What follows belongs to an exercise in optimizing a design on an open flow for small area, a short achievable clock period and few clock cycles per item; a production flow would make more cautious choices.
Where RTL was checked, it was by simulation tests only, not by an equivalence proof against the original.

==> flow/design.v <==
module divider(quotient, remainder, done, divisor, dividend, start, clk, rst);
    output reg [31:0] quotient, remainder;
    input [31:0] divisor, dividend;
    input start, clk, rst;
    output done;
    reg        busy, align;
    reg [4:0]  za_r;     
    reg [4:0]  sh;       
    reg [31:0] B;        
    function [4:0] lzc;
        input [31:0] x;
        reg [15:0] v0; reg [15:0] z0;
        reg [7:0]  v1; reg [15:0] z1;
        reg [3:0]  v2; reg [11:0] z2;
        reg [1:0]  v3; reg [7:0]  z3;
        integer i;
        begin
            for (i = 0; i < 16; i = i + 1) begin
                v0[i] = x[2*i+1] | x[2*i];
                z0[i] = ~x[2*i+1];
            end
            for (i = 0; i < 8; i = i + 1) begin
                v1[i] = v0[2*i+1] | v0[2*i];
                z1[2*i +: 2] = v0[2*i+1] ? {1'b0, z0[2*i+1]} : {1'b1, z0[2*i]};
            end
            for (i = 0; i < 4; i = i + 1) begin
                v2[i] = v1[2*i+1] | v1[2*i];
                z2[3*i +: 3] = v1[2*i+1] ? {1'b0, z1[4*i+2 +: 2]} : {1'b1, z1[4*i +: 2]};
            end
            for (i = 0; i < 2; i = i + 1) begin
                v3[i] = v2[2*i+1] | v2[2*i];
                z3[4*i +: 4] = v2[2*i+1] ? {1'b0, z2[6*i+3 +: 3]} : {1'b1, z2[6*i +: 3]};
            end
            lzc = v3[1] ? {1'b0, z3[7:4]} : {1'b1, z3[3:0]};
        end
    endfunction
    function [31:0] smear;
        input [31:0] x;
        integer i;
        begin
            smear = x;
            for (i = 1; i < 32; i = i * 2)
                smear = smear | (smear >> i);
        end
    endfunction
    wire quick = (|(divisor & ~smear(dividend))) | ~(|divisor);
    wire [4:0] s = sh - za_r;
    wire [31:0] B1 = s[0] ? {B[30:0], 1'b0} : B;
    wire [31:0] B2 = s[1] ? {B1[29:0], 2'b0} : B1;
    wire [31:0] B4 = s[2] ? {B2[27:0], 4'b0} : B2;
    wire [31:0] B8 = s[3] ? {B4[23:0], 8'b0} : B4;
    wire [31:0] Ba = s[4] ? {B8[15:0], 16'b0} : B8;
    wire [32:0] diff = {1'b0, remainder} - {1'b0, B};
    wire        qbit = ~diff[32];
    assign done = ~busy;
    always_ff @(posedge clk, negedge rst) begin
        if (~rst) begin
            busy <= 1'b0;
            align <= 1'b0;
        end else if (busy) begin
            align <= 1'b0;
            busy <= align | (sh != 5'd0);
        end else begin
            busy <= start & ~quick;
            align <= start & ~quick;
        end
    end
    always_ff @(posedge clk) begin
        if (busy) begin
            if (align) begin
                B <= Ba;
                sh <= s;
            end else begin
                B <= B >> 1;
                sh <= sh - 5'd1;
                quotient <= {quotient[30:0], qbit};
                if (qbit) remainder <= diff[31:0];
            end
        end else begin
            B <= divisor;
            sh <= lzc(divisor);
            za_r <= lzc(dividend);
            if (start) begin
                quotient <= 32'd0;
                remainder <= dividend;
            end
        end
    end
endmodule
export LEC_CHECK = 0
export ABC_AREA = 1
export CAP_MARGIN = 20
export CORE_MARGIN = 2
export CORE_UTILIZATION = 40
export PLACE_DENSITY = 0.6
export SETUP_SLACK_MARGIN = 2.4
export SLEW_MARGIN = 20
export BUFFER_PORTS_ARGS = -buffer_cell sky130_fd_sc_hd__buf_1
create_clock -name core_clock -period 5.0 [get_ports {clk}]
standard.sh (not shown) runs the stock make flow with config.mk's settings and CLKGATE_MAP_FILE= SYNTH_SCRIPT=/design/flow/synth_recipe.tcl, a recipe that flattens the netlist after the stock synthesis.
==> flow/flow/run.sh <==
#!/bin/bash
# Own layout flow: the standard synthesis unchanged, then the standard ORFS
# steps with a few extra ORFS settings (flow/extra.mk) appended to config.mk
# after synthesis, so that synthesis is exactly the standard flow's.
set -euo pipefail
here="$(pwd)"
bash standard.sh synth > "$here/log_synth.txt" 2>&1
cat flow/extra.mk >> config.mk
bash standard.sh > "$here/log_layout.txt" 2>&1
==> flow/flow/extra.mk <==
export BUFFER_PORTS_ARGS = -buffer_cell sky130_fd_sc_hd__buf_1
The starting point produced a clean layout.
Testbench counts at the start, summed over its fixed seeds: cycles 15,180, items 2,048.
Change:
--- a/flow/design.v
+++ b/flow/design.v
@@ -32,20 +32,23 @@
                 z3[4*i +: 4] = v2[2*i+1] ? {1'b0, z2[6*i+3 +: 3]} : {1'b1, z2[6*i +: 3]};
             end
             lzc = v3[1] ? {1'b0, z3[7:4]} : {1'b1, z3[3:0]};
         end
     endfunction
-    function [31:0] smear;
-        input [31:0] x;
+    wire [4:0] za = lzc(dividend);
+    wire [4:0] zb = lzc(divisor);
+    function gt5;
+        input [4:0] x, y;
+        reg [4:0] g, e;
         integer i;
         begin
-            smear = x;
-            for (i = 1; i < 32; i = i * 2)
-                smear = smear | (smear >> i);
+            g = x & ~y;
+            e = ~(x ^ y);
+            gt5 = g[4] | (e[4] & (g[3] | (e[3] & (g[2] | (e[2] & (g[1] | (e[1] & g[0])))))));
         end
     endfunction
-    wire quick = (|(divisor & ~smear(dividend))) | ~(|divisor);
+    wire quick = gt5(za, zb) | ~(|divisor);
     wire [4:0] s = sh - za_r;
     wire [31:0] B1 = s[0] ? {B[30:0], 1'b0} : B;
     wire [31:0] B2 = s[1] ? {B1[29:0], 2'b0} : B1;
     wire [31:0] B4 = s[2] ? {B2[27:0], 4'b0} : B2;
     wire [31:0] B8 = s[3] ? {B4[23:0], 8'b0} : B4;
@@ -76,12 +79,12 @@
                 quotient <= {quotient[30:0], qbit};
                 if (qbit) remainder <= diff[31:0];
             end
         end else begin
             B <= divisor;
-            sh <= lzc(divisor);
-            za_r <= lzc(dividend);
+            sh <= zb;
+            za_r <= za;
             if (start) begin
                 quotient <= 32'd0;
                 remainder <= dividend;
             end
         end
Clock-buffer cell count goes down by 1.
Die area fell by 7.5%.
Worst setup slack loses 0.023 ns.
Wire length decreases by 14%.
Only the layout flow was run in the second run of this note; the RTL was not checked for function there.

before:
RTL: the design.v shown in full above, as it stands there.
clock: 5.0 ns
lec_check: 0
abc_area: 1
cap_margin: 20
core_margin: 2
core_utilization: 40
place_density: 0.6
setup_slack_margin: 2.6
slew_margin: 20
buffer_ports_args: -buffer_cell sky130_fd_sc_hd__buf_1
Scripts as last shown in full above: flow/flow/run.sh, flow/flow/extra.mk
Testbench counts of before, summed over its fixed seeds: cycles 15,180, items 2,048.
Inputs modified between before and after:
diff --git a/flow/design.v b/flow/design.v
--- a/flow/design.v
+++ b/flow/design.v
@@ -34,16 +34,19 @@
             lzc = v3[1] ? {1'b0, z3[7:4]} : {1'b1, z3[3:0]};
         end
     endfunction
-    function [31:0] smear;
-        input [31:0] x;
+    wire [4:0] za = lzc(dividend);
+    wire [4:0] zb = lzc(divisor);
+    function gt5;
+        input [4:0] x, y;
+        reg [4:0] g, e;
         integer i;
         begin
-            smear = x;
-            for (i = 1; i < 32; i = i * 2)
-                smear = smear | (smear >> i);
+            g = x & ~y;
+            e = ~(x ^ y);
+            gt5 = g[4] | (e[4] & (g[3] | (e[3] & (g[2] | (e[2] & (g[1] | (e[1] & g[0])))))));
         end
     endfunction
-    wire quick = (|(divisor & ~smear(dividend))) | ~(|divisor);
+    wire quick = gt5(za, zb) | ~(|divisor);
     wire [4:0] s = sh - za_r;
     wire [31:0] B1 = s[0] ? {B[30:0], 1'b0} : B;
     wire [31:0] B2 = s[1] ? {B1[29:0], 2'b0} : B1;
@@ -78,8 +81,8 @@
             end
         end else begin
             B <= divisor;
-            sh <= lzc(divisor);
-            za_r <= lzc(dividend);
+            sh <= zb;
+            za_r <= za;
             if (start) begin
                 quotient <= 32'd0;
                 remainder <= dividend;
Notes after the runs:
Of after and before, the run reporting the lower count of fill cells added during filler insertion was after. Non-clock buffer count came out higher on after than on before. Against before, after reports a number of tapcells that is lower. Post-route fraction of the period consumed by the critical path (higher): after. B[15] as the worst setup path endpoint was reported by after, and B[30] by before. Re number of buffer cells added on primary ports: no difference whatsoever between after and before. In terms of clock skew after layout, before and after differ only marginally. Relative to before, core utilization has increased by 7.2 points in after.
Function not checked in after: the RTL went through the layout flow alone.

==> what the ideal ports hide <==
Ports are ideal in the flow. The routed layouts listed here were re-timed in OpenROAD. Step 1, drivers: a clkbuf_16 drives clk and a buf_2 each remaining input, both assumed. Step 2 also shifts input and output timing later by t, the mid clock arrival at the registers, as if the neighbouring blocks saw the same clock. Slacks: ideal / step 1 / step 2; pairs: ideal / step 1.
| run | t (ns) | setup slack, ns | latest minus earliest clock arrival (ns) | worst register clock-pin slew, ns |
|---|---|---|---|---|
| the first run of note 1 | 0.417 | 2.427 / 2.427 / 2.190 | 0.012 / 0.011 | 0.09 / 0.09 |
| the second run of note 1 | 0.412 | 2.404 / 2.404 / 2.108 | 0.007 / 0.007 | 0.08 / 0.08 |
| before | 0.415 | 2.639 / 2.606 / 2.302 | 0.014 / 0.013 | 0.09 / 0.09 |
| after | 0.415 | 2.434 / 2.434 / 2.130 | 0.012 / 0.011 | 0.09 / 0.09 |
After both steps every run listed still meets setup and hold. For before, which loses most, drivers alone change the setup slack by -0.033 ns; drivers and shift together by -0.337 ns.
